This is an optimization exercise on Yosys and OpenROAD, whose aim is small area and a short achievable clock period, not a production implementation.
No run shown here included a check of the RTL's function; only the layout flow was run.
Power figures rest on the tool's default switching activity, not on a simulated workload.

==> constraint.sdc <==
create_clock -name core_clock -period 8.5 [get_ports {clk}]
set_input_delay 1.7000 -clock core_clock [delete_from_list [all_inputs] [get_ports {clk}]]
set_output_delay 1.7000 -clock core_clock [all_outputs]
set_load 0.01 [all_outputs]
==> design.v <==
module fp_mul_tree (
    input  wire [14:0] fa,
    input  wire [14:0] fb,
    output wire [31:0] r0,
    output wire [31:0] r1
);
    wire [17:0] y = {2'b01, fb, 1'b0};    
    wire [7:0] neg, one, two;
    wire [6:0] nneg;
    wire [16:0] pp0, pp1, pp2, pp3, pp4, pp5, pp6, pp7;
    genvar k;
    generate for (k = 0; k < 8; k = k + 1) begin : g_enc
        assign neg[k] = y[2 * k + 2];
        assign one[k] = y[2 * k + 1] ^ y[2 * k];
        assign two[k] = (y[2 * k + 2] & ~y[2 * k + 1] & ~y[2 * k]) | (~y[2 * k + 2] & y[2 * k + 1] & y[2 * k]);
    end endgenerate
    generate for (k = 0; k < 7; k = k + 1) begin : g_nneg
        assign nneg[k] = ~neg[k];
    end endgenerate
    fp_booth_row u_row0 (.fa(fa), .one(one[0]), .two(two[0]), .neg(neg[0]), .pp(pp0));
    fp_booth_row u_row1 (.fa(fa), .one(one[1]), .two(two[1]), .neg(neg[1]), .pp(pp1));
    fp_booth_row u_row2 (.fa(fa), .one(one[2]), .two(two[2]), .neg(neg[2]), .pp(pp2));
    fp_booth_row u_row3 (.fa(fa), .one(one[3]), .two(two[3]), .neg(neg[3]), .pp(pp3));
    fp_booth_row u_row4 (.fa(fa), .one(one[4]), .two(two[4]), .neg(neg[4]), .pp(pp4));
    fp_booth_row u_row5 (.fa(fa), .one(one[5]), .two(two[5]), .neg(neg[5]), .pp(pp5));
    fp_booth_row u_row6 (.fa(fa), .one(one[6]), .two(two[6]), .neg(neg[6]), .pp(pp6));
    fp_booth_rown u_row7 (.fa(fa), .one(one[7]), .two(two[7]), .pp(pp7));    
    wire s1;
    wire c1;
    wire s2;
    wire c2;
    wire s3;
    wire c3;
    wire s4;
    wire c4;
    wire s5;
    wire c5;
    wire s6;
    wire c6;
    wire s7;
    wire c7;
    wire s8;
    wire c8;
    wire s9;
    wire c9;
    wire s10;
    wire c10;
    wire s11;
    wire c11;
    wire s12;
    wire c12;
    wire s13;
    wire c13;
    wire s14;
    wire c14;
    wire s15;
    wire c15;
    wire s16;
    wire c16;
    wire s17;
    wire c17;
    wire s18;
    wire c18;
    wire s19;
    wire c19;
    wire s20;
    wire c20;
    wire s21;
    wire c21;
    wire s22;
    wire c22;
    wire s23;
    wire c23;
    wire s24;
    wire c24;
    wire s25;
    wire c25;
    wire s26;
    wire c26;
    wire s27;
    wire c27;
    wire s28;
    wire c28;
    wire s29;
    wire c29;
    wire s30;
    wire c30;
    wire s31;
    wire c31;
    wire s32;
    wire c32;
    wire s33;
    wire c33;
    wire s34;
    wire c34;
    wire s35;
    wire c35;
    wire s36;
    wire c36;
    wire s37;
    wire c37;
    wire s38;
    wire c38;
    wire s39;
    wire c39;
    wire s40;
    wire c40;
    wire s41;
    wire c41;
    wire s42;
    wire c42;
    wire s43;
    wire c43;
    wire s44;
    wire c44;
    wire s45;
    wire c45;
    wire s46;
    wire c46;
    wire s47;
    wire c47;
    wire s48;
    wire c48;
    wire s49;
    wire c49;
    wire s50;
    wire c50;
    wire s51;
    wire c51;
    wire s52;
    wire c52;
    wire s53;
    wire c53;
    wire s54;
    wire c54;
    wire s55;
    wire c55;
    wire s56;
    wire c56;
    wire s57;
    wire c57;
    wire s58;
    wire c58;
    wire s59;
    wire c59;
    wire s60;
    wire c60;
    wire s61;
    wire c61;
    wire s62;
    wire c62;
    wire s63;
    wire c63;
    wire s64;
    wire c64;
    wire s65;
    wire c65;
    wire s66;
    wire c66;
    wire s67;
    wire c67;
    wire s68;
    wire c68;
    wire s69;
    wire c69;
    wire s70;
    wire c70;
    wire s71;
    wire c71;
    wire s72;
    wire c72;
    wire s73;
    wire c73;
    wire s74;
    wire c74;
    wire s75;
    wire c75;
    wire s76;
    wire c76;
    wire s77;
    wire c77;
    wire s78;
    wire c78;
    wire s79;
    wire c79;
    wire s80;
    wire c80;
    wire s81;
    wire c81;
    wire s82;
    wire c82;
    wire s83;
    wire c83;
    wire s84;
    wire c84;
    wire s85;
    wire c85;
    wire s86;
    wire c86;
    wire s87;
    wire c87;
    wire s88;
    wire c88;
    wire s89;
    wire c89;
    wire s90;
    wire c90;
    wire s91;
    wire c91;
    wire s92;
    wire c92;
    wire s93;
    wire c93;
    wire s94;
    wire c94;
    wire s95;
    wire c95;
    wire s96;
    wire c96;
    wire s97;
    wire c97;
    wire s98;
    wire c98;
    wire s99;
    wire c99;
    wire s100;
    wire c100;
    wire s101;
    wire c101;
    wire s102;
    wire c102;
    wire s103;
    wire c103;
    wire s104;
    wire c104;
    wire s105;
    wire c105;
    wire s106;
    wire c106;
    wire s107;
    wire c107;
    wire s108;
    wire c108;
    wire s109;
    wire c109;
    wire s110;
    wire c110;
    wire s111;
    wire c111;
    wire s112;
    wire c112;
    wire s113;
    wire c113;
    wire s114;
    wire c114;
    wire s115;
    wire c115;
    wire s116;
    wire c116;
    wire s117;
    wire c117;
    wire s118;
    wire c118;
    wire s119;
    wire c119;
    wire s120;
    wire c120;
    wire s121;
    wire c121;
    wire s122;
    wire c122;
    wire s123;
    wire c123;
    wire s124;
    wire c124;
    wire s125;
    wire c125;
    wire s126;
    wire c126;
    wire s127;
    wire c127;
    wire s128;
    wire c128;
    wire s129;
    wire c129;
    wire s130;
    wire c130;
    wire s131;
    wire c131;
    wire s132;
    wire c132;
    fp_ha u_s1 (.a(pp0[10]), .b(pp1[8]), .s(s1), .co(c1));
    fp_ha u_s2 (.a(pp0[11]), .b(pp1[9]), .s(s2), .co(c2));
    fp_fa u_s3 (.a(pp0[12]), .b(pp1[10]), .c(pp2[8]), .s(s3), .co(c3));
    fp_ha u_s4 (.a(pp3[6]), .b(pp4[4]), .s(s4), .co(c4));
    fp_fa u_s5 (.a(pp0[13]), .b(pp1[11]), .c(pp2[9]), .s(s5), .co(c5));
    fp_ha u_s6 (.a(pp3[7]), .b(pp4[5]), .s(s6), .co(c6));
    fp_fa u_s7 (.a(pp0[14]), .b(pp1[12]), .c(pp2[10]), .s(s7), .co(c7));
    fp_fa u_s8 (.a(pp3[8]), .b(pp4[6]), .c(pp5[4]), .s(s8), .co(c8));
    fp_ha u_s9 (.a(pp6[2]), .b(pp7[0]), .s(s9), .co(c9));
    fp_fa u_s10 (.a(pp0[15]), .b(pp1[13]), .c(pp2[11]), .s(s10), .co(c10));
    fp_fa u_s11 (.a(pp3[9]), .b(pp4[7]), .c(pp5[5]), .s(s11), .co(c11));
    fp_ha u_s12 (.a(pp6[3]), .b(pp7[1]), .s(s12), .co(c12));
    fp_fa u_s13 (.a(pp0[16]), .b(pp1[14]), .c(pp2[12]), .s(s13), .co(c13));
    fp_fa u_s14 (.a(pp3[10]), .b(pp4[8]), .c(pp5[6]), .s(s14), .co(c14));
    fp_fa u_s15 (.a(pp6[4]), .b(pp7[2]), .c(fa[0]), .s(s15), .co(c15));
    fp_fa u_s16 (.a(pp1[15]), .b(pp2[13]), .c(pp3[11]), .s(s16), .co(c16));
    fp_fa u_s17 (.a(pp4[9]), .b(pp5[7]), .c(pp6[5]), .s(s17), .co(c17));
    fp_fa u_s18 (.a(pp7[3]), .b(neg[0]), .c(fa[1]), .s(s18), .co(c18));
    fp_fa u_s19 (.a(pp1[16]), .b(pp2[14]), .c(pp3[12]), .s(s19), .co(c19));
    fp_fa u_s20 (.a(pp4[10]), .b(pp5[8]), .c(pp6[6]), .s(s20), .co(c20));
    fp_fa u_s21 (.a(pp7[4]), .b(neg[0]), .c(fa[2]), .s(s21), .co(c21));
    fp_fa u_s22 (.a(nneg[1]), .b(pp2[15]), .c(pp3[13]), .s(s22), .co(c22));
    fp_fa u_s23 (.a(pp4[11]), .b(pp5[9]), .c(pp6[7]), .s(s23), .co(c23));
    fp_fa u_s24 (.a(pp7[5]), .b(nneg[0]), .c(fa[3]), .s(s24), .co(c24));
    fp_fa u_s25 (.a(pp2[16]), .b(pp3[14]), .c(pp4[12]), .s(s25), .co(c25));
    fp_fa u_s26 (.a(pp5[10]), .b(pp6[8]), .c(pp7[6]), .s(s26), .co(c26));
    fp_ha u_s27 (.a(fa[4]), .b(1'b1), .s(s27), .co(c27));
    fp_fa u_s28 (.a(nneg[2]), .b(pp3[15]), .c(pp4[13]), .s(s28), .co(c28));
    fp_fa u_s29 (.a(pp5[11]), .b(pp6[9]), .c(pp7[7]), .s(s29), .co(c29));
    fp_fa u_s30 (.a(pp3[16]), .b(pp4[14]), .c(pp5[12]), .s(s30), .co(c30));
    fp_ha u_s31 (.a(pp6[10]), .b(pp7[8]), .s(s31), .co(c31));
    fp_fa u_s32 (.a(nneg[3]), .b(pp4[15]), .c(pp5[13]), .s(s32), .co(c32));
    fp_ha u_s33 (.a(pp4[16]), .b(pp5[14]), .s(s33), .co(c33));
    fp_ha u_s34 (.a(pp0[6]), .b(pp1[4]), .s(s34), .co(c34));
    fp_ha u_s35 (.a(pp0[7]), .b(pp1[5]), .s(s35), .co(c35));
    fp_fa u_s36 (.a(pp0[8]), .b(pp1[6]), .c(pp2[4]), .s(s36), .co(c36));
    fp_ha u_s37 (.a(pp3[2]), .b(pp4[0]), .s(s37), .co(c37));
    fp_fa u_s38 (.a(pp0[9]), .b(pp1[7]), .c(pp2[5]), .s(s38), .co(c38));
    fp_ha u_s39 (.a(pp3[3]), .b(pp4[1]), .s(s39), .co(c39));
    fp_fa u_s40 (.a(pp2[6]), .b(pp3[4]), .c(pp4[2]), .s(s40), .co(c40));
    fp_fa u_s41 (.a(pp5[0]), .b(neg[5]), .c(s1), .s(s41), .co(c41));
    fp_fa u_s42 (.a(pp2[7]), .b(pp3[5]), .c(pp4[3]), .s(s42), .co(c42));
    fp_fa u_s43 (.a(pp5[1]), .b(c1), .c(s2), .s(s43), .co(c43));
    fp_fa u_s44 (.a(pp5[2]), .b(pp6[0]), .c(neg[6]), .s(s44), .co(c44));
    fp_fa u_s45 (.a(c2), .b(s3), .c(s4), .s(s45), .co(c45));
    fp_fa u_s46 (.a(pp5[3]), .b(pp6[1]), .c(c3), .s(s46), .co(c46));
    fp_fa u_s47 (.a(c4), .b(s5), .c(s6), .s(s47), .co(c47));
    fp_fa1 u_s48 (.a(c5), .b(c6), .s(s48), .co(c48));
    fp_fa u_s49 (.a(s7), .b(s8), .c(s9), .s(s49), .co(c49));
    fp_fa u_s50 (.a(c7), .b(c8), .c(c9), .s(s50), .co(c50));
    fp_fa u_s51 (.a(s10), .b(s11), .c(s12), .s(s51), .co(c51));
    fp_fa u_s52 (.a(c10), .b(c11), .c(c12), .s(s52), .co(c52));
    fp_fa u_s53 (.a(s13), .b(s14), .c(s15), .s(s53), .co(c53));
    fp_fa u_s54 (.a(c13), .b(c14), .c(c15), .s(s54), .co(c54));
    fp_fa u_s55 (.a(s16), .b(s17), .c(s18), .s(s55), .co(c55));
    fp_fa u_s56 (.a(c16), .b(c17), .c(c18), .s(s56), .co(c56));
    fp_fa u_s57 (.a(s19), .b(s20), .c(s21), .s(s57), .co(c57));
    fp_fa u_s58 (.a(c19), .b(c20), .c(c21), .s(s58), .co(c58));
    fp_fa u_s59 (.a(s22), .b(s23), .c(s24), .s(s59), .co(c59));
    fp_fa u_s60 (.a(c22), .b(c23), .c(c24), .s(s60), .co(c60));
    fp_fa u_s61 (.a(s25), .b(s26), .c(s27), .s(s61), .co(c61));
    fp_fa u_s62 (.a(fa[5]), .b(c25), .c(c26), .s(s62), .co(c62));
    fp_fa u_s63 (.a(c27), .b(s28), .c(s29), .s(s63), .co(c63));
    fp_fa u_s64 (.a(fa[6]), .b(1'b1), .c(c28), .s(s64), .co(c64));
    fp_fa u_s65 (.a(c29), .b(s30), .c(s31), .s(s65), .co(c65));
    fp_fa u_s66 (.a(pp6[11]), .b(pp7[9]), .c(fa[7]), .s(s66), .co(c66));
    fp_fa u_s67 (.a(c30), .b(c31), .c(s32), .s(s67), .co(c67));
    fp_fa u_s68 (.a(pp6[12]), .b(pp7[10]), .c(fa[8]), .s(s68), .co(c68));
    fp_fa1 u_s69 (.a(c32), .b(s33), .s(s69), .co(c69));
    fp_fa u_s70 (.a(nneg[4]), .b(pp5[15]), .c(pp6[13]), .s(s70), .co(c70));
    fp_fa u_s71 (.a(pp7[11]), .b(fa[9]), .c(c33), .s(s71), .co(c71));
    fp_fa u_s72 (.a(pp5[16]), .b(pp6[14]), .c(pp7[12]), .s(s72), .co(c72));
    fp_ha u_s73 (.a(fa[10]), .b(1'b1), .s(s73), .co(c73));
    fp_fa u_s74 (.a(nneg[5]), .b(pp6[15]), .c(pp7[13]), .s(s74), .co(c74));
    fp_ha u_s75 (.a(pp6[16]), .b(pp7[14]), .s(s75), .co(c75));
    fp_ha u_s76 (.a(pp0[4]), .b(pp1[2]), .s(s76), .co(c76));
    fp_ha u_s77 (.a(pp0[5]), .b(pp1[3]), .s(s77), .co(c77));
    fp_fa u_s78 (.a(pp2[2]), .b(pp3[0]), .c(neg[3]), .s(s78), .co(c78));
    fp_fa u_s79 (.a(pp2[3]), .b(pp3[1]), .c(c34), .s(s79), .co(c79));
    fp_fa u_s80 (.a(neg[4]), .b(c35), .c(s36), .s(s80), .co(c80));
    fp_fa u_s81 (.a(c36), .b(c37), .c(s38), .s(s81), .co(c81));
    fp_fa u_s82 (.a(c38), .b(c39), .c(s40), .s(s82), .co(c82));
    fp_fa u_s83 (.a(c40), .b(s42), .c(c41), .s(s83), .co(c83));
    fp_fa u_s84 (.a(c42), .b(s44), .c(c43), .s(s84), .co(c84));
    fp_fa u_s85 (.a(c44), .b(c45), .c(s46), .s(s85), .co(c85));
    fp_fa u_s86 (.a(c46), .b(c47), .c(s48), .s(s86), .co(c86));
    fp_fa u_s87 (.a(c48), .b(c49), .c(s50), .s(s87), .co(c87));
    fp_fa u_s88 (.a(c50), .b(c51), .c(s52), .s(s88), .co(c88));
    fp_fa u_s89 (.a(c52), .b(c53), .c(s54), .s(s89), .co(c89));
    fp_fa u_s90 (.a(c54), .b(c55), .c(s56), .s(s90), .co(c90));
    fp_fa u_s91 (.a(c56), .b(c57), .c(s58), .s(s91), .co(c91));
    fp_fa u_s92 (.a(c58), .b(c59), .c(s60), .s(s92), .co(c92));
    fp_fa u_s93 (.a(c60), .b(c61), .c(s62), .s(s93), .co(c93));
    fp_fa u_s94 (.a(c62), .b(c63), .c(s64), .s(s94), .co(c94));
    fp_fa u_s95 (.a(s66), .b(c64), .c(c65), .s(s95), .co(c95));
    fp_fa u_s96 (.a(c66), .b(s68), .c(c67), .s(s96), .co(c96));
    fp_fa u_s97 (.a(c68), .b(s70), .c(c69), .s(s97), .co(c97));
    fp_fa u_s98 (.a(c70), .b(s72), .c(s73), .s(s98), .co(c98));
    fp_fa u_s99 (.a(fa[11]), .b(c72), .c(c73), .s(s99), .co(c99));
    fp_fa u_s100 (.a(fa[12]), .b(1'b1), .c(c74), .s(s100), .co(c100));
    fp_fa u_s101 (.a(nneg[6]), .b(pp7[15]), .c(fa[13]), .s(s101), .co(c101));
    fp_ha u_s102 (.a(pp7[16]), .b(fa[14]), .s(s102), .co(c102));
    fp_ha u_s103 (.a(pp0[2]), .b(pp1[0]), .s(s103), .co(c103));
    fp_ha u_s104 (.a(pp0[3]), .b(pp1[1]), .s(s104), .co(c104));
    fp_fa u_s105 (.a(pp2[0]), .b(neg[2]), .c(s76), .s(s105), .co(c105));
    fp_fa u_s106 (.a(pp2[1]), .b(c76), .c(s77), .s(s106), .co(c106));
    fp_fa u_s107 (.a(s34), .b(c77), .c(s78), .s(s107), .co(c107));
    fp_fa u_s108 (.a(s35), .b(c78), .c(s79), .s(s108), .co(c108));
    fp_fa u_s109 (.a(s37), .b(c79), .c(s80), .s(s109), .co(c109));
    fp_fa u_s110 (.a(s39), .b(c80), .c(s81), .s(s110), .co(c110));
    fp_fa u_s111 (.a(s41), .b(c81), .c(s82), .s(s111), .co(c111));
    fp_fa u_s112 (.a(s43), .b(c82), .c(s83), .s(s112), .co(c112));
    fp_fa u_s113 (.a(s45), .b(c83), .c(s84), .s(s113), .co(c113));
    fp_fa u_s114 (.a(s47), .b(c84), .c(s85), .s(s114), .co(c114));
    fp_fa u_s115 (.a(s49), .b(c85), .c(s86), .s(s115), .co(c115));
    fp_fa u_s116 (.a(s51), .b(c86), .c(s87), .s(s116), .co(c116));
    fp_fa u_s117 (.a(s53), .b(c87), .c(s88), .s(s117), .co(c117));
    fp_fa u_s118 (.a(s55), .b(c88), .c(s89), .s(s118), .co(c118));
    fp_fa u_s119 (.a(s57), .b(c89), .c(s90), .s(s119), .co(c119));
    fp_fa u_s120 (.a(s59), .b(c90), .c(s91), .s(s120), .co(c120));
    fp_fa u_s121 (.a(s61), .b(c91), .c(s92), .s(s121), .co(c121));
    fp_fa u_s122 (.a(s63), .b(c92), .c(s93), .s(s122), .co(c122));
    fp_fa u_s123 (.a(s65), .b(c93), .c(s94), .s(s123), .co(c123));
    fp_fa u_s124 (.a(s67), .b(c94), .c(s95), .s(s124), .co(c124));
    fp_fa u_s125 (.a(s69), .b(c95), .c(s96), .s(s125), .co(c125));
    fp_fa u_s126 (.a(s71), .b(c96), .c(s97), .s(s126), .co(c126));
    fp_fa u_s127 (.a(c71), .b(s98), .c(c97), .s(s127), .co(c127));
    fp_fa u_s128 (.a(s74), .b(c98), .c(s99), .s(s128), .co(c128));
    fp_fa u_s129 (.a(s75), .b(c99), .c(s100), .s(s129), .co(c129));
    fp_fa u_s130 (.a(c75), .b(s101), .c(c100), .s(s130), .co(c130));
    fp_fa1 u_s131 (.a(c101), .b(s102), .s(s131), .co(c131));
    assign s132 = ~c102;
    assign c132 = c102;
    assign r0[0] = pp0[0];
    assign r1[0] = neg[0];
    assign r0[1] = pp0[1];
    assign r1[1] = 1'b0;
    assign r0[2] = neg[1];
    assign r1[2] = s103;
    assign r0[3] = c103;
    assign r1[3] = s104;
    assign r0[4] = c104;
    assign r1[4] = s105;
    assign r0[5] = c105;
    assign r1[5] = s106;
    assign r0[6] = c106;
    assign r1[6] = s107;
    assign r0[7] = c107;
    assign r1[7] = s108;
    assign r0[8] = c108;
    assign r1[8] = s109;
    assign r0[9] = c109;
    assign r1[9] = s110;
    assign r0[10] = c110;
    assign r1[10] = s111;
    assign r0[11] = c111;
    assign r1[11] = s112;
    assign r0[12] = c112;
    assign r1[12] = s113;
    assign r0[13] = c113;
    assign r1[13] = s114;
    assign r0[14] = c114;
    assign r1[14] = s115;
    assign r0[15] = c115;
    assign r1[15] = s116;
    assign r0[16] = c116;
    assign r1[16] = s117;
    assign r0[17] = c117;
    assign r1[17] = s118;
    assign r0[18] = c118;
    assign r1[18] = s119;
    assign r0[19] = c119;
    assign r1[19] = s120;
    assign r0[20] = c120;
    assign r1[20] = s121;
    assign r0[21] = c121;
    assign r1[21] = s122;
    assign r0[22] = c122;
    assign r1[22] = s123;
    assign r0[23] = c123;
    assign r1[23] = s124;
    assign r0[24] = c124;
    assign r1[24] = s125;
    assign r0[25] = c125;
    assign r1[25] = s126;
    assign r0[26] = c126;
    assign r1[26] = s127;
    assign r0[27] = c127;
    assign r1[27] = s128;
    assign r0[28] = c128;
    assign r1[28] = s129;
    assign r0[29] = c129;
    assign r1[29] = s130;
    assign r0[30] = c130;
    assign r1[30] = s131;
    assign r0[31] = c131;
    assign r1[31] = s132;
endmodule
module fp_booth_row (input wire [14:0] fa, input wire one, input wire two, input wire neg, output wire [16:0] pp);
    genvar j;
    assign pp[0] = (one & fa[0]) ^ neg;
    generate for (j = 1; j < 15; j = j + 1) begin : g_pp
        fp_bpp u_pp (.x1(fa[j]), .x0(fa[j - 1]), .one(one), .two(two), .neg(neg), .pp(pp[j]));
    end endgenerate
    assign pp[15] = (one | (two & fa[14])) ^ neg;
    assign pp[16] = two ^ neg;
endmodule
module fp_booth_rown (input wire [14:0] fa, input wire one, input wire two, output wire [16:0] pp);
    genvar j;
    assign pp[0] = ~(one & fa[0]);
    generate for (j = 1; j < 15; j = j + 1) begin : g_pp
        fp_bppn u_pp (.x1(fa[j]), .x0(fa[j - 1]), .one(one), .two(two), .pp(pp[j]));
    end endgenerate
    assign pp[15] = ~(one | (two & fa[14]));
    assign pp[16] = ~two;
endmodule
module fp_bppn (input wire x1, input wire x0, input wire one, input wire two, output wire pp);
    assign pp = ~((one & x1) | (two & x0));
endmodule
module fp_bpp (input wire x1, input wire x0, input wire one, input wire two, input wire neg, output wire pp);
    assign pp = ((one & x1) | (two & x0)) ^ neg;
endmodule
module fp_fa (input wire a, input wire b, input wire c, output wire s, output wire co);
    assign s  = a ^ b ^ c;
    assign co = (a & b) | (a & c) | (b & c);
endmodule
module fp_fa1 (input wire a, input wire b, output wire s, output wire co);
    assign s  = ~(a ^ b);
    assign co = a | b;
endmodule
module fp_ha (input wire a, input wire b, output wire s, output wire co);
    assign s  = a ^ b;
    assign co = a & b;
endmodule
module fp_add16 (
    input  wire [15:0] x,
    input  wire [15:0] y,
    input  wire ci,
    output wire [15:0] s,
    output wire co
);
    wire [16:0] g0, p0;
    assign g0[0] = ci;
    assign p0[0] = 1'b0;
    assign g0[16:1] = x & y;
    assign p0[16:1] = x ^ y;
    wire g1;
    wire g2;
    wire p3;
    wire g4;
    wire p5;
    wire g6;
    wire p7;
    wire g8;
    wire p9;
    wire g10;
    wire p11;
    wire g12;
    wire p13;
    wire g14;
    wire p15;
    wire n16;
    wire g17;
    wire g18;
    wire n19;
    wire n20;
    wire g21;
    wire p22;
    wire g23;
    wire p24;
    wire n25;
    wire n26;
    wire g27;
    wire p28;
    wire g29;
    wire p30;
    wire n31;
    wire n32;
    wire g33;
    wire p34;
    wire g35;
    wire p36;
    wire g37;
    wire n38;
    wire g39;
    wire g40;
    wire g41;
    wire g42;
    wire p43;
    wire n44;
    wire n45;
    wire g46;
    wire p47;
    wire g48;
    wire p49;
    wire g50;
    wire p51;
    wire n52;
    wire g53;
    wire g54;
    wire g55;
    wire g56;
    wire g57;
    wire g58;
    wire g59;
    wire g60;
    wire g61;
    fp_aoi u1 (.a(g0[1]), .b(p0[1]), .c(g0[0]), .y(g1));
    fp_aoi u2 (.a(g0[3]), .b(p0[3]), .c(g0[2]), .y(g2));
    fp_nand u3 (.a(p0[3]), .b(p0[2]), .y(p3));
    fp_aoi u4 (.a(g0[5]), .b(p0[5]), .c(g0[4]), .y(g4));
    fp_nand u5 (.a(p0[5]), .b(p0[4]), .y(p5));
    fp_aoi u6 (.a(g0[7]), .b(p0[7]), .c(g0[6]), .y(g6));
    fp_nand u7 (.a(p0[7]), .b(p0[6]), .y(p7));
    fp_aoi u8 (.a(g0[9]), .b(p0[9]), .c(g0[8]), .y(g8));
    fp_nand u9 (.a(p0[9]), .b(p0[8]), .y(p9));
    fp_aoi u10 (.a(g0[11]), .b(p0[11]), .c(g0[10]), .y(g10));
    fp_nand u11 (.a(p0[11]), .b(p0[10]), .y(p11));
    fp_aoi u12 (.a(g0[13]), .b(p0[13]), .c(g0[12]), .y(g12));
    fp_nand u13 (.a(p0[13]), .b(p0[12]), .y(p13));
    fp_aoi u14 (.a(g0[15]), .b(p0[15]), .c(g0[14]), .y(g14));
    fp_nand u15 (.a(p0[15]), .b(p0[14]), .y(p15));
    assign n16 = ~g1;
    fp_aoi u17 (.a(g0[2]), .b(p0[2]), .c(n16), .y(g17));
    fp_oai u18 (.a(g2), .b(p3), .c(g1), .y(g18));
    assign n19 = ~g4;
    assign n20 = ~p5;
    fp_aoi u21 (.a(g0[6]), .b(p0[6]), .c(n19), .y(g21));
    fp_nand u22 (.a(p0[6]), .b(n20), .y(p22));
    fp_oai u23 (.a(g6), .b(p7), .c(g4), .y(g23));
    fp_nor u24 (.a(p7), .b(p5), .y(p24));
    assign n25 = ~g8;
    assign n26 = ~p9;
    fp_aoi u27 (.a(g0[10]), .b(p0[10]), .c(n25), .y(g27));
    fp_nand u28 (.a(p0[10]), .b(n26), .y(p28));
    fp_oai u29 (.a(g10), .b(p11), .c(g8), .y(g29));
    fp_nor u30 (.a(p11), .b(p9), .y(p30));
    assign n31 = ~g12;
    assign n32 = ~p13;
    fp_aoi u33 (.a(g0[14]), .b(p0[14]), .c(n31), .y(g33));
    fp_nand u34 (.a(p0[14]), .b(n32), .y(p34));
    fp_oai u35 (.a(g14), .b(p15), .c(g12), .y(g35));
    fp_nor u36 (.a(p15), .b(p13), .y(p36));
    fp_aoi u37 (.a(g0[4]), .b(p0[4]), .c(g18), .y(g37));
    assign n38 = ~g18;
    fp_oai u39 (.a(g4), .b(p5), .c(n38), .y(g39));
    fp_oai u40 (.a(g21), .b(p22), .c(n38), .y(g40));
    fp_aoi u41 (.a(g23), .b(p24), .c(g18), .y(g41));
    fp_aoi u42 (.a(g0[12]), .b(p0[12]), .c(g29), .y(g42));
    fp_nand u43 (.a(p0[12]), .b(p30), .y(p43));
    assign n44 = ~g29;
    assign n45 = ~p30;
    fp_oai u46 (.a(g12), .b(p13), .c(n44), .y(g46));
    fp_nor u47 (.a(p13), .b(n45), .y(p47));
    fp_oai u48 (.a(g33), .b(p34), .c(n44), .y(g48));
    fp_nor u49 (.a(p34), .b(n45), .y(p49));
    fp_aoi u50 (.a(g35), .b(p36), .c(g29), .y(g50));
    fp_nand u51 (.a(p36), .b(p30), .y(p51));
    assign n52 = ~g41;
    fp_aoi u53 (.a(g0[8]), .b(p0[8]), .c(n52), .y(g53));
    fp_oai u54 (.a(g8), .b(p9), .c(g41), .y(g54));
    fp_oai u55 (.a(g27), .b(p28), .c(g41), .y(g55));
    fp_aoi u56 (.a(g29), .b(p30), .c(n52), .y(g56));
    fp_oai u57 (.a(g42), .b(p43), .c(g41), .y(g57));
    fp_aoi u58 (.a(g46), .b(p47), .c(n52), .y(g58));
    fp_aoi u59 (.a(g48), .b(p49), .c(n52), .y(g59));
    fp_oai u60 (.a(g50), .b(p51), .c(g41), .y(g60));
    fp_aoi u61 (.a(g0[16]), .b(p0[16]), .c(g60), .y(g61));
    assign s[0] = p0[1] ^ g0[0];
    assign s[1] = p0[2] ^ ~g1;
    assign s[2] = p0[3] ^ ~g17;
    assign s[3] = p0[4] ^ g18;
    assign s[4] = p0[5] ^ ~g37;
    assign s[5] = p0[6] ^ g39;
    assign s[6] = p0[7] ^ g40;
    assign s[7] = p0[8] ^ ~g41;
    assign s[8] = p0[9] ^ ~g53;
    assign s[9] = p0[10] ^ g54;
    assign s[10] = p0[11] ^ g55;
    assign s[11] = p0[12] ^ ~g56;
    assign s[12] = p0[13] ^ g57;
    assign s[13] = p0[14] ^ ~g58;
    assign s[14] = p0[15] ^ ~g59;
    assign s[15] = p0[16] ^ g60;
    assign co = ~g61;
endmodule
module fp_add22 (
    input  wire [21:0] x,
    input  wire [21:0] y,
    input  wire ci,
    output wire [21:0] s,
    output wire co
);
    wire [22:0] g0, p0;
    assign g0[0] = ci;
    assign p0[0] = 1'b0;
    assign g0[22:1] = x & y;
    assign p0[22:1] = x ^ y;
    wire g1;
    wire g2;
    wire p3;
    wire g4;
    wire p5;
    wire g6;
    wire p7;
    wire g8;
    wire p9;
    wire g10;
    wire p11;
    wire g12;
    wire p13;
    wire g14;
    wire p15;
    wire g16;
    wire p17;
    wire g18;
    wire p19;
    wire g20;
    wire p21;
    wire n22;
    wire g23;
    wire g24;
    wire n25;
    wire n26;
    wire g27;
    wire p28;
    wire g29;
    wire p30;
    wire n31;
    wire n32;
    wire g33;
    wire p34;
    wire g35;
    wire p36;
    wire n37;
    wire n38;
    wire g39;
    wire p40;
    wire g41;
    wire p42;
    wire n43;
    wire n44;
    wire g45;
    wire p46;
    wire g47;
    wire p48;
    wire n49;
    wire n50;
    wire g51;
    wire p52;
    wire g53;
    wire n54;
    wire g55;
    wire g56;
    wire g57;
    wire g58;
    wire p59;
    wire n60;
    wire n61;
    wire g62;
    wire p63;
    wire g64;
    wire p65;
    wire g66;
    wire p67;
    wire g68;
    wire p69;
    wire n70;
    wire n71;
    wire g72;
    wire p73;
    wire g74;
    wire p75;
    wire n76;
    wire g77;
    wire g78;
    wire g79;
    wire g80;
    wire g81;
    wire g82;
    wire g83;
    wire g84;
    wire g85;
    wire n86;
    wire g87;
    wire g88;
    wire g89;
    wire g90;
    wire g91;
    wire g92;
    fp_aoi u1 (.a(g0[1]), .b(p0[1]), .c(g0[0]), .y(g1));
    fp_aoi u2 (.a(g0[3]), .b(p0[3]), .c(g0[2]), .y(g2));
    fp_nand u3 (.a(p0[3]), .b(p0[2]), .y(p3));
    fp_aoi u4 (.a(g0[5]), .b(p0[5]), .c(g0[4]), .y(g4));
    fp_nand u5 (.a(p0[5]), .b(p0[4]), .y(p5));
    fp_aoi u6 (.a(g0[7]), .b(p0[7]), .c(g0[6]), .y(g6));
    fp_nand u7 (.a(p0[7]), .b(p0[6]), .y(p7));
    fp_aoi u8 (.a(g0[9]), .b(p0[9]), .c(g0[8]), .y(g8));
    fp_nand u9 (.a(p0[9]), .b(p0[8]), .y(p9));
    fp_aoi u10 (.a(g0[11]), .b(p0[11]), .c(g0[10]), .y(g10));
    fp_nand u11 (.a(p0[11]), .b(p0[10]), .y(p11));
    fp_aoi u12 (.a(g0[13]), .b(p0[13]), .c(g0[12]), .y(g12));
    fp_nand u13 (.a(p0[13]), .b(p0[12]), .y(p13));
    fp_aoi u14 (.a(g0[15]), .b(p0[15]), .c(g0[14]), .y(g14));
    fp_nand u15 (.a(p0[15]), .b(p0[14]), .y(p15));
    fp_aoi u16 (.a(g0[17]), .b(p0[17]), .c(g0[16]), .y(g16));
    fp_nand u17 (.a(p0[17]), .b(p0[16]), .y(p17));
    fp_aoi u18 (.a(g0[19]), .b(p0[19]), .c(g0[18]), .y(g18));
    fp_nand u19 (.a(p0[19]), .b(p0[18]), .y(p19));
    fp_aoi u20 (.a(g0[21]), .b(p0[21]), .c(g0[20]), .y(g20));
    fp_nand u21 (.a(p0[21]), .b(p0[20]), .y(p21));
    assign n22 = ~g1;
    fp_aoi u23 (.a(g0[2]), .b(p0[2]), .c(n22), .y(g23));
    fp_oai u24 (.a(g2), .b(p3), .c(g1), .y(g24));
    assign n25 = ~g4;
    assign n26 = ~p5;
    fp_aoi u27 (.a(g0[6]), .b(p0[6]), .c(n25), .y(g27));
    fp_nand u28 (.a(p0[6]), .b(n26), .y(p28));
    fp_oai u29 (.a(g6), .b(p7), .c(g4), .y(g29));
    fp_nor u30 (.a(p7), .b(p5), .y(p30));
    assign n31 = ~g8;
    assign n32 = ~p9;
    fp_aoi u33 (.a(g0[10]), .b(p0[10]), .c(n31), .y(g33));
    fp_nand u34 (.a(p0[10]), .b(n32), .y(p34));
    fp_oai u35 (.a(g10), .b(p11), .c(g8), .y(g35));
    fp_nor u36 (.a(p11), .b(p9), .y(p36));
    assign n37 = ~g12;
    assign n38 = ~p13;
    fp_aoi u39 (.a(g0[14]), .b(p0[14]), .c(n37), .y(g39));
    fp_nand u40 (.a(p0[14]), .b(n38), .y(p40));
    fp_oai u41 (.a(g14), .b(p15), .c(g12), .y(g41));
    fp_nor u42 (.a(p15), .b(p13), .y(p42));
    assign n43 = ~g16;
    assign n44 = ~p17;
    fp_aoi u45 (.a(g0[18]), .b(p0[18]), .c(n43), .y(g45));
    fp_nand u46 (.a(p0[18]), .b(n44), .y(p46));
    fp_oai u47 (.a(g18), .b(p19), .c(g16), .y(g47));
    fp_nor u48 (.a(p19), .b(p17), .y(p48));
    assign n49 = ~g20;
    assign n50 = ~p21;
    fp_aoi u51 (.a(g0[22]), .b(p0[22]), .c(n49), .y(g51));
    fp_nand u52 (.a(p0[22]), .b(n50), .y(p52));
    fp_aoi u53 (.a(g0[4]), .b(p0[4]), .c(g24), .y(g53));
    assign n54 = ~g24;
    fp_oai u55 (.a(g4), .b(p5), .c(n54), .y(g55));
    fp_oai u56 (.a(g27), .b(p28), .c(n54), .y(g56));
    fp_aoi u57 (.a(g29), .b(p30), .c(g24), .y(g57));
    fp_aoi u58 (.a(g0[12]), .b(p0[12]), .c(g35), .y(g58));
    fp_nand u59 (.a(p0[12]), .b(p36), .y(p59));
    assign n60 = ~g35;
    assign n61 = ~p36;
    fp_oai u62 (.a(g12), .b(p13), .c(n60), .y(g62));
    fp_nor u63 (.a(p13), .b(n61), .y(p63));
    fp_oai u64 (.a(g39), .b(p40), .c(n60), .y(g64));
    fp_nor u65 (.a(p40), .b(n61), .y(p65));
    fp_aoi u66 (.a(g41), .b(p42), .c(g35), .y(g66));
    fp_nand u67 (.a(p42), .b(p36), .y(p67));
    fp_aoi u68 (.a(g0[20]), .b(p0[20]), .c(g47), .y(g68));
    fp_nand u69 (.a(p0[20]), .b(p48), .y(p69));
    assign n70 = ~g47;
    assign n71 = ~p48;
    fp_oai u72 (.a(g20), .b(p21), .c(n70), .y(g72));
    fp_nor u73 (.a(p21), .b(n71), .y(p73));
    fp_oai u74 (.a(g51), .b(p52), .c(n70), .y(g74));
    fp_nor u75 (.a(p52), .b(n71), .y(p75));
    assign n76 = ~g57;
    fp_aoi u77 (.a(g0[8]), .b(p0[8]), .c(n76), .y(g77));
    fp_oai u78 (.a(g8), .b(p9), .c(g57), .y(g78));
    fp_oai u79 (.a(g33), .b(p34), .c(g57), .y(g79));
    fp_aoi u80 (.a(g35), .b(p36), .c(n76), .y(g80));
    fp_oai u81 (.a(g58), .b(p59), .c(g57), .y(g81));
    fp_aoi u82 (.a(g62), .b(p63), .c(n76), .y(g82));
    fp_aoi u83 (.a(g64), .b(p65), .c(n76), .y(g83));
    fp_oai u84 (.a(g66), .b(p67), .c(g57), .y(g84));
    fp_aoi u85 (.a(g0[16]), .b(p0[16]), .c(g84), .y(g85));
    assign n86 = ~g84;
    fp_oai u87 (.a(g16), .b(p17), .c(n86), .y(g87));
    fp_oai u88 (.a(g45), .b(p46), .c(n86), .y(g88));
    fp_aoi u89 (.a(g47), .b(p48), .c(g84), .y(g89));
    fp_oai u90 (.a(g68), .b(p69), .c(n86), .y(g90));
    fp_aoi u91 (.a(g72), .b(p73), .c(g84), .y(g91));
    fp_aoi u92 (.a(g74), .b(p75), .c(g84), .y(g92));
    assign s[0] = p0[1] ^ g0[0];
    assign s[1] = p0[2] ^ ~g1;
    assign s[2] = p0[3] ^ ~g23;
    assign s[3] = p0[4] ^ g24;
    assign s[4] = p0[5] ^ ~g53;
    assign s[5] = p0[6] ^ g55;
    assign s[6] = p0[7] ^ g56;
    assign s[7] = p0[8] ^ ~g57;
    assign s[8] = p0[9] ^ ~g77;
    assign s[9] = p0[10] ^ g78;
    assign s[10] = p0[11] ^ g79;
    assign s[11] = p0[12] ^ ~g80;
    assign s[12] = p0[13] ^ g81;
    assign s[13] = p0[14] ^ ~g82;
    assign s[14] = p0[15] ^ ~g83;
    assign s[15] = p0[16] ^ g84;
    assign s[16] = p0[17] ^ ~g85;
    assign s[17] = p0[18] ^ g87;
    assign s[18] = p0[19] ^ g88;
    assign s[19] = p0[20] ^ ~g89;
    assign s[20] = p0[21] ^ g90;
    assign s[21] = p0[22] ^ ~g91;
    assign co = ~g92;
endmodule
module fp_cy10 (
    input  wire [9:0] x,
    input  wire [9:0] y,
    output wire co
);
    wire [10:0] g0, p0;
    assign g0[0] = 1'b0;
    assign p0[0] = 1'b0;
    assign g0[10:1] = x & y;
    assign p0[10:1] = x ^ y;
    wire g1;
    wire p2;
    wire g3;
    wire p4;
    wire g5;
    wire p6;
    wire g7;
    wire p8;
    wire g9;
    wire n10;
    wire g11;
    wire n12;
    wire n13;
    wire g14;
    wire p15;
    wire g16;
    wire p17;
    wire n18;
    wire n19;
    wire g20;
    wire p21;
    wire g22;
    wire n23;
    wire g24;
    wire g25;
    wire g26;
    wire n27;
    wire g28;
    wire g29;
    wire g30;
    fp_aoi u1 (.a(g0[3]), .b(p0[3]), .c(g0[2]), .y(g1));
    fp_nand u2 (.a(p0[3]), .b(p0[2]), .y(p2));
    fp_aoi u3 (.a(g0[5]), .b(p0[5]), .c(g0[4]), .y(g3));
    fp_nand u4 (.a(p0[5]), .b(p0[4]), .y(p4));
    fp_aoi u5 (.a(g0[7]), .b(p0[7]), .c(g0[6]), .y(g5));
    fp_nand u6 (.a(p0[7]), .b(p0[6]), .y(p6));
    fp_aoi u7 (.a(g0[9]), .b(p0[9]), .c(g0[8]), .y(g7));
    fp_nand u8 (.a(p0[9]), .b(p0[8]), .y(p8));
    fp_aoi u9 (.a(g0[2]), .b(p0[2]), .c(g0[1]), .y(g9));
    assign n10 = ~g0[1];
    fp_oai u11 (.a(g1), .b(p2), .c(n10), .y(g11));
    assign n12 = ~g3;
    assign n13 = ~p4;
    fp_aoi u14 (.a(g0[6]), .b(p0[6]), .c(n12), .y(g14));
    fp_nand u15 (.a(p0[6]), .b(n13), .y(p15));
    fp_oai u16 (.a(g5), .b(p6), .c(g3), .y(g16));
    fp_nor u17 (.a(p6), .b(p4), .y(p17));
    assign n18 = ~g7;
    assign n19 = ~p8;
    fp_aoi u20 (.a(g0[10]), .b(p0[10]), .c(n18), .y(g20));
    fp_nand u21 (.a(p0[10]), .b(n19), .y(p21));
    fp_aoi u22 (.a(g0[4]), .b(p0[4]), .c(g11), .y(g22));
    assign n23 = ~g11;
    fp_oai u24 (.a(g3), .b(p4), .c(n23), .y(g24));
    fp_oai u25 (.a(g14), .b(p15), .c(n23), .y(g25));
    fp_aoi u26 (.a(g16), .b(p17), .c(g11), .y(g26));
    assign n27 = ~g26;
    fp_aoi u28 (.a(g0[8]), .b(p0[8]), .c(n27), .y(g28));
    fp_oai u29 (.a(g7), .b(p8), .c(g26), .y(g29));
    fp_oai u30 (.a(g20), .b(p21), .c(g26), .y(g30));
    assign co = g30;
endmodule
module fp_aoi (input wire a, input wire b, input wire c, output wire y);
    assign y = ~(a | (b & c));
endmodule
module fp_oai (input wire a, input wire b, input wire c, output wire y);
    assign y = ~(a & (b | c));
endmodule
module fp_nand (input wire a, input wire b, output wire y);
    assign y = ~(a & b);
endmodule
module fp_nor (input wire a, input wire b, output wire y);
    assign y = ~(a | b);
endmodule
module fpu #(
    parameter WIDTH = 24
)(
    input   logic clk,
    input   wire logic [WIDTH - 1:0] a,
    input   wire logic [WIDTH - 1:0] b,
    input   wire logic [3:0]         opcode,
    output  logic [WIDTH - 1:0] result
);
    wire       abig  = a[22:0] > b[22:0];
    wire       egt   = a[22:15] > b[22:15];
    wire [3:0] dab   = a[18:15] - b[18:15];
    logic [23:0] a1, b1;
    logic [3:0]  op1;
    logic        abig1, abig1m;    
    logic        eff1;              
    logic [3:0]  sh1;      
    logic        ha1, hb1;  
    always_ff @(posedge clk) begin
        a1    <= a;
        b1    <= b;
        op1   <= opcode;
        abig1 <= abig;
        abig1m <= abig;
        eff1  <= a[23] ^ b[23] ^ opcode[2];
        sh1   <= egt ? dab : 4'd0 - dab;    
        ha1   <= a[22:15] != 8'd0;
        hb1   <= b[22:15] != 8'd0;
    end
    wire is_as   = (op1 == 4'b0000) || (op1 == 4'b0100);
    wire is_max  = (op1 == 4'b0001);
    wire is_min  = (op1 == 4'b0010);
    wire is_fl   = (op1 == 4'b1000);
    wire is_ce   = (op1 == 4'b1001);
    wire is_mul  = (op1 == 4'b0011);
    wire is_abs  = (op1 == 4'b0101);
    wire is_neg  = (op1 == 4'b0110);
    wire        sa = a1[23];
    wire [7:0]  ea = a1[22:15];
    wire [14:0] fa = a1[14:0];
    wire        sb = b1[23];
    wire [7:0]  eb = b1[22:15];
    wire [14:0] fb = b1[14:0];
    wire [15:0] ma     = {ha1, fa};
    wire [15:0] mb     = {hb1, fb};
    wire        sbx    = sb ^ op1[2];
    wire        effsub = eff1;
    wire [15:0] max_   = ma ^ {16{effsub}};
    wire [15:0] mbx    = mb ^ {16{effsub}};
    wire [15:0] maxm   = abig1 ? ma : mb;
    wire [15:0] minx   = abig1 ? mbx : max_;
    wire [7:0]  maxe   = abig1m ? ea : eb;
    wire [31:0] shx    = {{16{effsub}}, minx} >> sh1;
    wire        ssign  = abig1m ? sa : sbx;
    wire [16:0] sum;
    fp_add16 u_add (.x(maxm), .y(shx[15:0]), .ci(effsub), .s(sum[15:0]), .co(sum[16]));
    wire        a_gt = (sa == sb) ? (abig1m ^ sa) : sb;
    wire [23:0] mm   = (a_gt ^ is_min) ? a1 : b1;
    wire [22:0] th;
    genvar k;
    generate for (k = 0; k < 23; k = k + 1) begin : g_th
        assign th[k] = ea >= 8'(128 + k);
    end endgenerate
    wire [14:0] fmask;     
    wire [14:0] cm;        
    wire [14:0] hm;        
    generate for (k = 0; k < 15; k = k + 1) begin : g_masks
        assign fmask[k] = th[14 - k];
        assign cm[k]    = th[8 + k];
        assign hm[k]    = th[22 - k];
    end endgenerate
    wire [14:0] rf   = fa & fmask;
    wire        fhf  = |(fa & ~fmask);
    wire        frz  = ~|rf;
    wire        lt1  = ~th[0] & (ea != 8'd127);
    wire        fup  = sa & fhf;
    wire [23:0] fl_r = {sa, lt1 ? 8'd0 : (fup & frz) ? ea + 8'd1 : ea,
                        rf[14:1], rf[0] | (fup & ~frz)};
    wire        chf  = ~th[22] & |(fa & cm);
    wire [14:0] cx   = fa | ~hm;
    wire [15:0] cpa;                       
    assign cpa[0] = 1'b1;
    generate for (k = 0; k < 15; k = k + 1) begin : g_cpa
        assign cpa[k + 1] = cpa[k] & cx[k];
    end endgenerate
    wire [23:0] ce_r = ~chf ? a1 :
                       sa   ? {1'b1, ea, fa & ~cm} :
                              {1'b0, ea + {7'd0, cpa[15]}, fa ^ (hm & cpa[14:0])};
    wire [23:0] pass_r =
        (is_max | is_min) ? mm :
        is_fl  ? fl_r :
        is_ce  ? ce_r :
        is_abs ? {1'b0, a1[22:0]} :
        is_neg ? {~sa, a1[22:0]} :
        (sa ? 24'hbf8000 : 24'h3f8000);
    wire [31:0] r0, r1;
    fp_mul_tree u_tree (.fa(fa), .fb(fb), .r0(r0), .r1(r1));
    wire        lo_co;     
    fp_cy10 u_lo (.x(r0[9:0]), .y(r1[9:0]), .co(lo_co));
    wire [8:0]  sum9  = {1'b0, ea} + {1'b0, eb};
    wire [8:0]  e9    = sum9 - 9'd127;
    wire        mzero = ~ha1 || ~hb1 || (sum9 < 9'd128);
    wire        movf  = sum9 >= 9'd382;
    wire        meq   = sum9 == 9'd381;
    wire        msign = sa ^ sb;
    wire        is_pass = ~is_mul & ~is_as;
    wire [56:0] d2_mul  = {meq, movf, mzero, msign, e9[7:0], lo_co, r1[31:10], r0[31:10]};
    wire [56:0] d2_as   = {31'd0, ssign, maxe, sum};
    wire [56:0] d2_pass = {33'd0, pass_r & {24{is_pass}}};
    wire [56:0] d2_in;
    generate for (k = 0; k < 24; k = k + 1) begin : g_d2
        fp_sel u_sel (.sa(is_as), .a(d2_as[k]), .sb(is_mul), .b(d2_mul[k]), .c(d2_pass[k]), .y(d2_in[k]));
    end endgenerate
    assign d2_in[25:24] = is_mul ? d2_mul[25:24] : d2_as[25:24];
    assign d2_in[56:26] = d2_mul[56:26];
    logic        k_mul, k_as, k_sub;
    logic [56:0] d2;
    always_ff @(posedge clk) begin
        k_mul <= is_mul;
        k_as  <= is_as;
        k_sub <= effsub;
        d2    <= d2_in;
    end
    wire [16:0] m  = d2[16:0];
    wire [7:0]  me = d2[24:17];
    wire        ms = d2[25];
    logic [3:0] lz;
    always_comb begin
        lz = 4'd15;
        for (int i = 0; i < 16; i++)
            if (m[i]) lz = 4'(15 - i);
    end
    wire [15:0] nsh   = m[15:0] << lz;
    wire [23:0] add_r = m[16] ? {ms, me + 8'd1, m[15:1]} : {ms, me, m[14:0]};
    wire [23:0] sub_r = (m[15:0] == 16'd0) ? {ms, 23'd0} : {ms, me - {4'd0, lz}, nsh[14:0]};
    wire [21:0] ps;                        
    wire        ps_co;
    fp_add22 u_cpa (.x(d2[21:0]), .y(d2[43:22]), .ci(d2[44]),
                    .s(ps), .co(ps_co));
    wire [16:0] p     = ps[21:5];          
    wire [7:0]  pe0   = d2[52:45];
    wire [7:0]  pe1   = d2[52:45] + 8'd1;
    wire [7:0]  pe    = p[16] ? pe1 : pe0;
    wire [14:0] pm    = p[16] ? p[15:1] : p[14:0];
    wire        povf  = d2[55] | (d2[56] & p[16]);
    wire [23:0] mul_r = d2[54] ? 24'd0 : povf ? 24'h7f8000 : {d2[53], pe, pm};
    wire [23:0] as_r = k_sub ? sub_r : add_r;
    wire [23:0] pass3 = d2[23:0] & {24{~k_mul & ~k_as}};
    wire [23:0] res_in;
    generate for (k = 0; k < 24; k = k + 1) begin : g_res
        fp_sel u_sel (.sa(k_as), .a(as_r[k]), .sb(k_mul), .b(mul_r[k]), .c(pass3[k]), .y(res_in[k]));
    end endgenerate
    always_ff @(posedge clk) begin
        result <= res_in;
    end
endmodule
module fp_sel (input wire sa, input wire a, input wire sb, input wire b, input wire c, output wire y);
    assign y = (sa & a) | (sb & b) | c;
endmodule
==> config.mk <==
export PLATFORM = sky130hd
export DESIGN_NAME = fpu
export DESIGN_NICKNAME = fpu
export VERILOG_FILES = /design/flow/design.v
export SDC_FILE = /design/flow/constraint.sdc
export NUM_CORES = 4
export LEC_CHECK = 0
export CAP_MARGIN = 20
export CORE_MARGIN = 2
export CORE_UTILIZATION = 40
export SETUP_SLACK_MARGIN = 5
export SLEW_MARGIN = 20
export SYNTH_HIERARCHICAL = 1
export SYNTH_MINIMUM_KEEP_SIZE = 0
==> run.sh <==
#!/bin/bash
# synth_recipe.tcl (not shown) runs the flow's synth.tcl, then flattens the netlist and writes it again
# the make line also repeats each setting of config.mk as NAME=value (left out here)
make -C /OpenROAD-flow-scripts/flow DESIGN_CONFIG=/design/flow/config.mk WORK_HOME=/design/flow/orfs CLKGATE_MAP_FILE= SYNTH_SCRIPT=/design/flow/synth_recipe.tcl finish
==> impl_results.md, run 1 <==
* Gr busiest metal: met2
* Remaining Overflow, GRT at 0
* Met1 usage at a little over a third
* Clock-pin slew on the worst setup and hold paths at roughly 70 ps
* Max-slew violation count at 0
* Setup TNS at 0 ps
* Yosys warns at 7
* Hold Path Class: flip-flop to flip-flop
* Final ANT Viol Nets at 0
* Leakage at between 8 and 9 nW
* CTS tree: yes
* GR Util met3 at about 5.6%
* Row cnt at just under 80
* Peak supply drop at about 0.16 mV
* I/O pin total at just under 80
* Arrival @ worst endpoint at 4170 ps
* Max cap viols at 0
* Clock Sink Count at roughly 140
* Synth Instances at just over 2k
* Via Count at about 18k
* Layout Nets at 2458
* Overall Global Routing Usage at around 29%
* Setup CP Type: flip-flop to flip-flop
* Slew @ Worst Pin at about 850 ps
* Clock Root Buffer: clkbuf_16
* PnR worst setup slack at 4700 ps
* Pre-antenna DRT Iters at 8
* Rel. slew slack at about 43%
* Die H at roughly 220 um
* Routed len/inst at about 25 um
* Vias per std cell at 6.28
* Setup WS pre-CTS at approximately 4000 ps
* Fill count at around 4.2k
* Status: finished clean
* PwrDens at about 260 nW/um^2
* Final Hold Viols at 0
* Clk latency of the worst-skew pair at slightly below 500 ps
* Die X at around 220 um
* Area Overhead vs Synth at 23.9%
* Final Power at a little under 6 mW
* Initial Utilization at roughly 40%
* Layout cell share with drive strength beyond 1 at 29.2%
* Detailed Place HPWL at ~46000 um
* CP Data Required Time at 8870 ps
* Met2 Resource Use GR at about 47%
* Max frequency at ~260 MHz
* Initial antenna violation count at 1
* DRC errors left at 0
* DR iter-0 viols at about 2.1k
* Highest fanout seen on the critical path at 5
* First-pass GRT wire length at roughly 100000 um
* Core area at 45200 um^2
* Final wirelength at between 60000 and 70000 um
* # setup viols final at 0
* Type of destination of the critical path: flip-flop
* Antenna Cells at 0
* Die area at about 47000 um^2
* Mapped Area at roughly 18000 um^2
* H-tree levels at 4
* Vias in the first global route at about 17k
* Clock Skews at between 30 and 40 ps
* Syn Area/Cell at a little under 9 um^2
* Max Root-Sink Buffers at 2
* RSZ-0062 raised after global routing: yes
* Fin crit period at 3800 ps
* Ratio of final minimum period to clock period at around 45%
* Cts hold-fix bufs at 0
* GPL Wtd Cong at approximately 1
* PortBufs at 76
* TritonCTS buffer count at 17
* Pin count of the biggest net entering global routing at 45
* Post-layout util at between 50% and 60%
* CP startpoint kind: flip-flop
==> cells in the final DEF, fill, tap and decap left out, types with 61 or more instances in the layout <==
master and instances:
o21ai_0 71, a21oi_1 90, xnor2_1 146, mux2i_1 61, clkdlybuf4s50_1 76, inv_1 107, nor2_1 116, fa_1 76
a22oi_2 113, ha_1 107, a21oi_2 67, nand2_1 134, buf_4 121, dfxtp_1 102
==> worst paths after layout <==
path	from	endpoint	slack, ps	cells after the start
setup / recovery	a1[16]	d2[17]	4700	15
setup reg to reg	a1[16]	d2[17]	4700	15
hold reg to reg	b1[23]	d2[53]	620	1
hold / removal	b1[23]	d2[53]	620	1
==> through the flow <==
stage / instance area, um^2 / hold WS, ps / cells
2_1_floorplan: 18800 / 384 / 2060
3_3_place_gp: 19700 / 610 / 2610
3_5_place_dp: 19700 / 599 / 2610
4_1_cts: 21900 / 617 / 2759
5_1_grt: 22600 / 633 / 2789
6_report: 22600 / 623 / 2789
==> worst max-delay path: stages (launching register included) <==
cell and delay [ps]:
dfxtp_4 420, inv_6 70, ha_4 180, nor4b_4 360
a21oi_2 110, o21a_2 250, or4_4 530, or4_4 470
a21oi_4 180, ha_4 160, nand2_4 50, nor3_4 150
nand3_1 90, a32oi_1 200, o311ai_1 150, a221o_1 290
==> registers in the layout, indices dropped and copies added (netlist names) <==
name    count
b1         24
k_mul       1
ha1         1
op1         4
k_as        1
sh1         4
a1         24
k_sub       1
result     24
d2         57
eff1        1
hb1         1
abig1m      1
==> power breakdown <==
part           internal [mW]  switching [mW]  leakage (nW)
clock                  0.432           0.353         0.285
sequential             0.839           0.229          1.22
combinational           1.82            2.24          7.20
==> layer usage <==
metal | share of wire, % | vias to the layer above
met5 | 0 | -
met4 | 5.7 | 0
met3 | 8.8 | 265
met2 | 46 | 1032
met1 | 39 | 8530
li1 | - | 7694
==> layout make-up <==
class,instances,area (um^2),share of cell area (%)
timing repair buffer,250,2690,11.9
clock buffer,20,468,2.07
multi-input combinational,1649,15100,66.9
sequential,144,3010,13.3
inverter,113,435,1.92
tap,600,751,3.32
clock inverter,12,120,0.531
timing repair inverter,1,5.00,0.0221
==> what timing repair did <==
action,4_1_cts,5_1_grt
setup buffers,116,28
cloned,1,2
endpoints found under the setup margin,59,29
pin swaps,27,34
gates resized for setup,106,98
==> inputs of run 2 (changes only) <==
--- a/design.v
+++ b/design.v
@@ -993,2 +993,3 @@
     wire [3:0] dab   = a[18:15] - b[18:15];
+    wire [3:0] dba   = b[18:15] - a[18:15];
     logic [23:0] a1, b1;
@@ -1006,3 +1007,3 @@
         eff1  <= a[23] ^ b[23] ^ opcode[2];
-        sh1   <= egt ? dab : 4'd0 - dab;    
+        sh1   <= egt ? dab : dba;    
         ha1   <= a[22:15] != 8'd0;
@@ -1057,3 +1058,4 @@
     wire        fup  = sa & fhf;
-    wire [23:0] fl_r = {sa, lt1 ? 8'd0 : (fup & frz) ? ea + 8'd1 : ea,
+    wire [7:0]  fl_ei = ea[7] ? {ea[7:4], ea[3:0] + 4'd1} : 8'd128;
+    wire [23:0] fl_r = {sa, lt1 ? 8'd0 : (fup & frz) ? fl_ei : ea,
                         rf[14:1], rf[0] | (fup & ~frz)};
@@ -1068,3 +1070,3 @@
                        sa   ? {1'b1, ea, fa & ~cm} :
-                              {1'b0, ea + {7'd0, cpa[15]}, fa ^ (hm & cpa[14:0])};
+                              {1'b0, ea[7:5], ea[4:0] + {4'd0, cpa[15]}, fa ^ (hm & cpa[14:0])};
     wire [23:0] pass_r =
==> run 2 against run 1 <==
  * Clock skew decreased by 20 ps
  * Via count decreased by 4.4%
  * Hold slack improved by 18 ps
  * Cell area decreased by 2.4%
  * Critical path depth decreased by 4
  * Critical endpoint is now d2[8]
==> impl_results.md, run 2 <==
* Clock share of power at 13.8% (+0.5 points)
* Vias in the first global route at 16.6k (-2.5%)
* Overall Global Routing Usage at 27.0% (-1.5 points)
* Yosys warns at 7 (unchanged)
* Die area at 47200 um^2 (-0.28%)
* Pre-antenna DRT Iters at 5 (-3)
* Status: finished clean
* Initial antenna violation count at 3 (+2)
* Type of destination of the critical path: flip-flop
* Worst stage delay on the critical path at 540 ps (about the same)
* PwrDens at 257 nW/um^2 (-1.7%)
* Ratio of final minimum period to clock period at 41.3% (-3.4 points)
* Mapped Area at 18200 um^2 (-0.28%)
* Hold Path Depth at 2 (+1)
* Clock Skews at 14.7 ps (-19.7 ps)
* GPL Wtd Cong at 0.986 (-0.49%)
* Die H at 217 um (-0.14%)
* Max cap viols at 0 (unchanged)
* Remaining Overflow, GRT at 0 (unchanged)
* Final ANT Viol Nets at 0 (unchanged)
* Routed len/inst at 23.8 um (-4.3%)
* Slew @ Worst Pin at 1190 ps (+335 ps)
* Highest fanout seen on the critical path at 5 (unchanged)
* Cell depth of the worst flop-to-flop path at 11 (-4)
* CP Data Required Time at 8870 ps (about the same)
* Die X at 217 um (-0.14%)
* Commonest non-fill, non-tap cell in the layout: xnor2_1
* First-pass GRT wire length at 98000 um (-4.6%)
* Sw Ratio at 47.0% (-0.70 points)
* Synth Instances at 2029 (-1.4%)
* RSZ-0062 raised after global routing: yes
* Arrival @ worst endpoint at 3880 ps (-290 ps)
* Sequential Power Share at 19.1% (+1.0 points)
* Cell internal pwr at 3.01 mW (-2.7%)
* Clock Sink Count at 144 (unchanged)
* Final Hold Viols at 0 (unchanged)
* DR iter-0 viols at 1796 (-14%)
* TritonCTS buffer count at 17 (unchanged)
* Largest register FFs at 57 (unchanged)
* Final wirelength at 65100 um (-5.9%)
* Max Root-Sink Buffers at 2 (unchanged)
* Pin count of the biggest net entering global routing at 34 (-24%)
* Clk latency of the worst-skew pair at 480 ps (about the same)
* Peak supply drop at 0.196 mV (+19%)
* Commonest cells after routing, fill and taps aside: xnor2_1 (143), nand2_1 (132), a22oi_2 (112), inv_1 (110), nor2_1 (110)
* Setup CP Type: flip-flop to flip-flop
* Setup TNS at 0 ps (unchanged)
* PnR worst setup slack at 4990 ps (+287 ps)
* Vias per std cell at 6.11 (-2.7%)
* Row cnt at 78 (unchanged)
* Worst path most repeated cell: fa_1
* Area Overhead vs Synth at 21.3%
* Part of the power in combinational logic at 67.1% (-1.6 points)
* Layout cell share with drive strength beyond 1 at 28.3% (-0.91 points)
* Max frequency at 285 MHz (+8.2%)
* Final Power at 5.68 mW (-4.0%)
* CTS tree: yes
* Detailed Place HPWL at 43400 um (-6.0%)
* Via Count at 16.8k (-4.4%)
* Fin crit period at 3510 ps (-287 ps)
* Initial Utilization at 40.3% (-0.11 points)
* CP startpoint kind: flip-flop
* Layout Nets at 2410 (-2.0%)
* Crit-path cells: buf_12, buf_4, o21ai_4, buf_4, a22oi_2, xnor2_1, fa_1, fa_2, fa_1, fa_1, a221o_1
* Syn Area/Cell at 8.97 um^2 (+1.1%)
* CP max stage cell: fa_1
* Largest Register: d2
* Setup WS pre-CTS at 4210 ps (+180 ps)
* PortBufs at 76 (unchanged)
* Psw at 2.67 mW (-5.4%)
* # setup viols final at 0 (unchanged)
* H-tree levels at 4 (unchanged)
* Post-layout util at 48.9% (-1.2 points)
* Hold Path Class: flip-flop to flip-flop
* Leakage at 8.57 nW (-1.5%)
* Rel. slew slack at 20.4% (-23 points)
* DRC errors left at 0 (unchanged)
* Clock-pin slew on the worst setup and hold paths at 70 ps (about the same)
* I/O pin total at 77 (unchanged)
* Core area at 45200 um^2 (unchanged)
* Clock Root Buffer: clkbuf_16
* Max-slew violation count at 0 (unchanged)
[run 2: critical path: cells and delay by family (launching register included)]
family,cells,cell delay (ps)
adders and majority gates,4,1900
AOI/OAI and AO/OA,3,510
buffers and inverters,3,450
DFF,1,360
xor gates and xnor gates,1,170
[run 2: path summary, 6_finish.rpt]
kind / startpoint / to / slack, ps
worst max-delay path: b1[11] / d2[8] / 4990
worst min-delay path: b1[22] / d2[24] / 640
worst max register to register: b1[11] / d2[8] / 4990
worst min register to register: b1[22] / d2[24] / 640
[run 2: layout make-up]
class	count	area (um^2)
fill	4198	23100
multi-input combinational	1622	14900
sequential	144	3020
timing repair buffer	224	2330
tap	600	751
clock buffer	19	454
inverter	117	440
clock inverter	13	145
antenna	1	2.50
[run 2: through the flow]
| stage | hold WS, ps | cells | instance area, um^2 |
|---|---|---|---|
| 2_1_floorplan | 384 | 2032 | 18700 |
| 3_3_place_gp | 628 | 2580 | 19500 |
| 5_1_grt | 681 | 2739 | 22100 |
| 6_report | 641 | 2740 | 22100 |
| 3_5_place_dp | 642 | 2580 | 19500 |
| 4_1_cts | 655 | 2707 | 21300 |
[run 2: power groups by stage]
stage / Combinational [mW] / Clock [mW] / Sequential [mW]
CTS: 3.54 / 0.799 / 1.08
floorplan: 2.96 / 0 / 0.984
global route: 4.12 / 0.826 / 1.10
global placement: 3.29 / 0 / 1.12
detailed placement: 3.37 / 0 / 1.12
finish: 3.81 / 0.783 / 1.08
[run 2: layer usage]
layer / global-route usage (%) / share of wire [%] / routed length (um)
met5: 0 / 0 / 0
met3: 5.10 / 8.2 / 5330
met2: 44.1 / 47 / 30500
met1: 35.5 / 42 / 27100
met4: 10.2 / 3.4 / 2230
[run 2: timing repair]
item / in CTS / in global routing
pin swaps: 23 / 33
setup buffers: 95 / 32
endpoints found under the hold margin: 0 / 0
hold buffers: 0 / 0
endpoints found under the setup margin: 62 / 43
resized for setup: 54 / 116
gates cloned: 0 / 0
==> inputs of run 3 (changes only) <==
--- a/config.mk
+++ b/config.mk
@@ -9,3 +9,4 @@
 export CORE_MARGIN = 2
-export CORE_UTILIZATION = 40
+export CORE_UTILIZATION = 60
+export PLACE_DENSITY = 0.75
 export SETUP_SLACK_MARGIN = 5
==> run 3 against run 2 <==
  * Combinational power about the same
  * First-iteration DRC count increased by 40%
  * Global-route usage increased by 12 points
  * Highest routed layer unchanged
  * Critical endpoint is now d2[13]
  * Critical path type unchanged
  * Synthesized cell count unchanged
  * Cell area decreased by 1.1%
  * Sequential cell count unchanged
  * Die area decreased by 33%
  * Final cell count decreased by 7.6%
  * Fmax decreased by 6.2%
  * Critical path depth increased by 4
  * Clock-buffer cell count decreased by 1
  * Still clean
  * Synthesized area unchanged
==> impl_results.md, run 3 <==
* Setup WS pre-CTS at 4210 ps (+1.84 ps)
* Fill count at 2087 (-50%)
* Peak supply drop at 0.196 mV (about the same)
* Max Root-Sink Buffers at 2 (unchanged)
* Routed len/inst at 25.8 um (+8.4%)
* PnR worst setup slack at 4760 ps (-233 ps)
* First-pass GRT wire length at 94800 um (-3.4%)
* Leakage at 8.63 nW (+0.65%)
* Max frequency at 267 MHz (-6.2%)
* Pin count of the biggest net entering global routing at 34 (unchanged)
* Max-slew violation count at 0 (unchanged)
* PwrDens at 258 nW/um^2 (+0.49%)
* Rel. slew slack at 29.2% (+8.8 points)
* Die area at 31800 um^2 (-33%)
* Initial Utilization at 61.1% (+21 points)
* R2R Setup Slk at 4760 ps (-230 ps)
* Clock Sink Count at 144 (unchanged)
* Sequential Power Share at 19.3% (+0.2 points)
* Detailed Place HPWL at 41300 um (-4.8%)
* Clock Skews at 10.7 ps (-4.03 ps)
* DR iter-0 viols at 2513 (+40%)
* H-tree levels at 4 (unchanged)
* PortBufs at 76 (unchanged)
* Overall Global Routing Usage at 39.1% (+12 points)
* Row cnt at 63 (-19%)
* Syn Area/Cell at 8.97 um^2 (unchanged)
* Psw at 2.68 mW (+0.71%)
* TritonCTS buffer count at 17 (unchanged)
* Status: finished clean
* Area Overhead vs Synth at 19.9%
* Core area at 29800 um^2 (-34%)
* Final ANT Viol Nets at 0 (unchanged)
* Cell depth of the worst flop-to-flop path at 15 (+4)
* I/O pin total at 77 (unchanged)
* Layout cell share with drive strength beyond 1 at 28.1% (-0.23 points)
* Pre-antenna DRT Iters at 7 (+2)
* CTS tree: yes
* Reg2reg end: d2[13]
* Cell internal pwr at 2.95 mW (-1.9%)
* Fin crit period at 3740 ps (+233 ps)
* Synth Instances at 2029 (unchanged)
* Hold_ws at 606 ps (-34.6 ps)
* Final Hold Viols at 0 (unchanged)
* Non-Filler Instances at 2533 (-7.6%)
* # setup viols final at 0 (unchanged)
* Final wirelength at 65300 um (+0.20%)
* Cts hold-fix bufs at 0 (unchanged)
* Commonest cells after routing, fill and taps aside: xnor2_1 (140), nand2_1 (134), ha_1 (114), nor2_1 (113), a22oi_2 (112)
* Setup CP Type: flip-flop to flip-flop
==> run 3: cell types whose count changed in the layout (fill, tap and decap cells not counted), sizes merged <==
cell           before  now
dlymetal6s2s        3    5
clkinvlp            1    0
clkinv              7   10
bufinv              1    0
clkbuf             20   22
clkdlybuf4s50      73   71
==> run 3: power groups by stage <==
| stage | sequential, mW | combinational, mW | clock [mW] |
|---|---|---|---|
| after global routing | 1.10 | 4.09 | 0.763 |
| final | 1.09 | 3.82 | 0.729 |
| after CTS | 1.07 | 3.50 | 0.732 |
| after detailed placement | 1.12 | 3.34 | 0 |
| after floorplan | 0.984 | 2.96 | 0 |
| after global placement | 1.11 | 3.24 | 0 |
==> run 3: per-layer routing <==
layer | vias up | track usage [%] | wire (um)
met2 | 1243 | 62.0 | 29900
met4 | 0 | 21.2 | 3920
met5 | - | 0 | 0
met3 | 279 | 8.93 | 6550
li1 | 7519 | - | -
met1 | 8373 | 49.5 | 24900
==> run 3: cell type report <==
class | count | area [um^2] | share of cell area, %
Antenna cell | 1 | 2.50 | 0.0115
Timing Repair Buffer | 227 | 2410 | 11.0
Tap cell | 390 | 488 | 2.23
Clock buffer | 18 | 439 | 2.01
Multi-Input combinational cell | 1622 | 14900 | 68.3
Inverter | 117 | 440 | 2.02
Sequential cell | 144 | 3020 | 13.8
Clock inverter | 14 | 121 | 0.556
==> run 3: worst max-delay path by stage <==
stage	to	cells after the start
final	d2[13]	15
after global routing	d2[13]	15
after CTS	d2[9]	13
after detailed placement	d2[13]	14
after global placement	d2[11]	14
after floorplan	d2[11]	9
==> run 3: timing repair <==
action,in CTS,in global routing
cloned,0,3
pin swaps,20,58
resized for setup,56,109
setup endpoints to repair,62,49
setup buffers,86,43
==> run 3: critical path, stage by stage, from the launching register on <==
cell and delay (ps):
dfxtp_4 400, buf_8 150, mux4_2 530, mux2i_1 300, xnor2_1 170, and2_1 180, a211oi_2 210, a21oi_2 70
ha_1 380, a21oi_2 210, o21ai_2 90, a21oi_4 200, inv_2 110, a21oi_2 160, xnor2_1 100, a221o_1 360

[separate check: timing with driven ports]
The results above use ideal ports. As a check the final layouts listed here were re-extracted and re-timed, cells and wires unchanged. Step 1 sets driving cells, clkbuf_16 on the clock port and buf_2 on the other inputs (assumed; they add their load-dependent delay and slew). Step 2 also shifts input and output timing later by t, the mid clock arrival at the registers, as if the neighbouring blocks saw the same clock. Three values: ideal ports, drivers, drivers and shift; two values: the first two.
run	t (ns)	slack for setup (ns)	pins driven straight from the clock port
run 1	0.534	4.702 / 4.702 / 4.655	1
run 2	0.524	4.989 / 4.989 / 4.627	1
run 3	0.502	4.756 / 4.756 / 4.604	1
After both steps setup and hold are still met in every run listed. For run 2, which loses most, drivers alone change the setup slack by 0.000 ns; drivers and shift together by -0.362 ns.
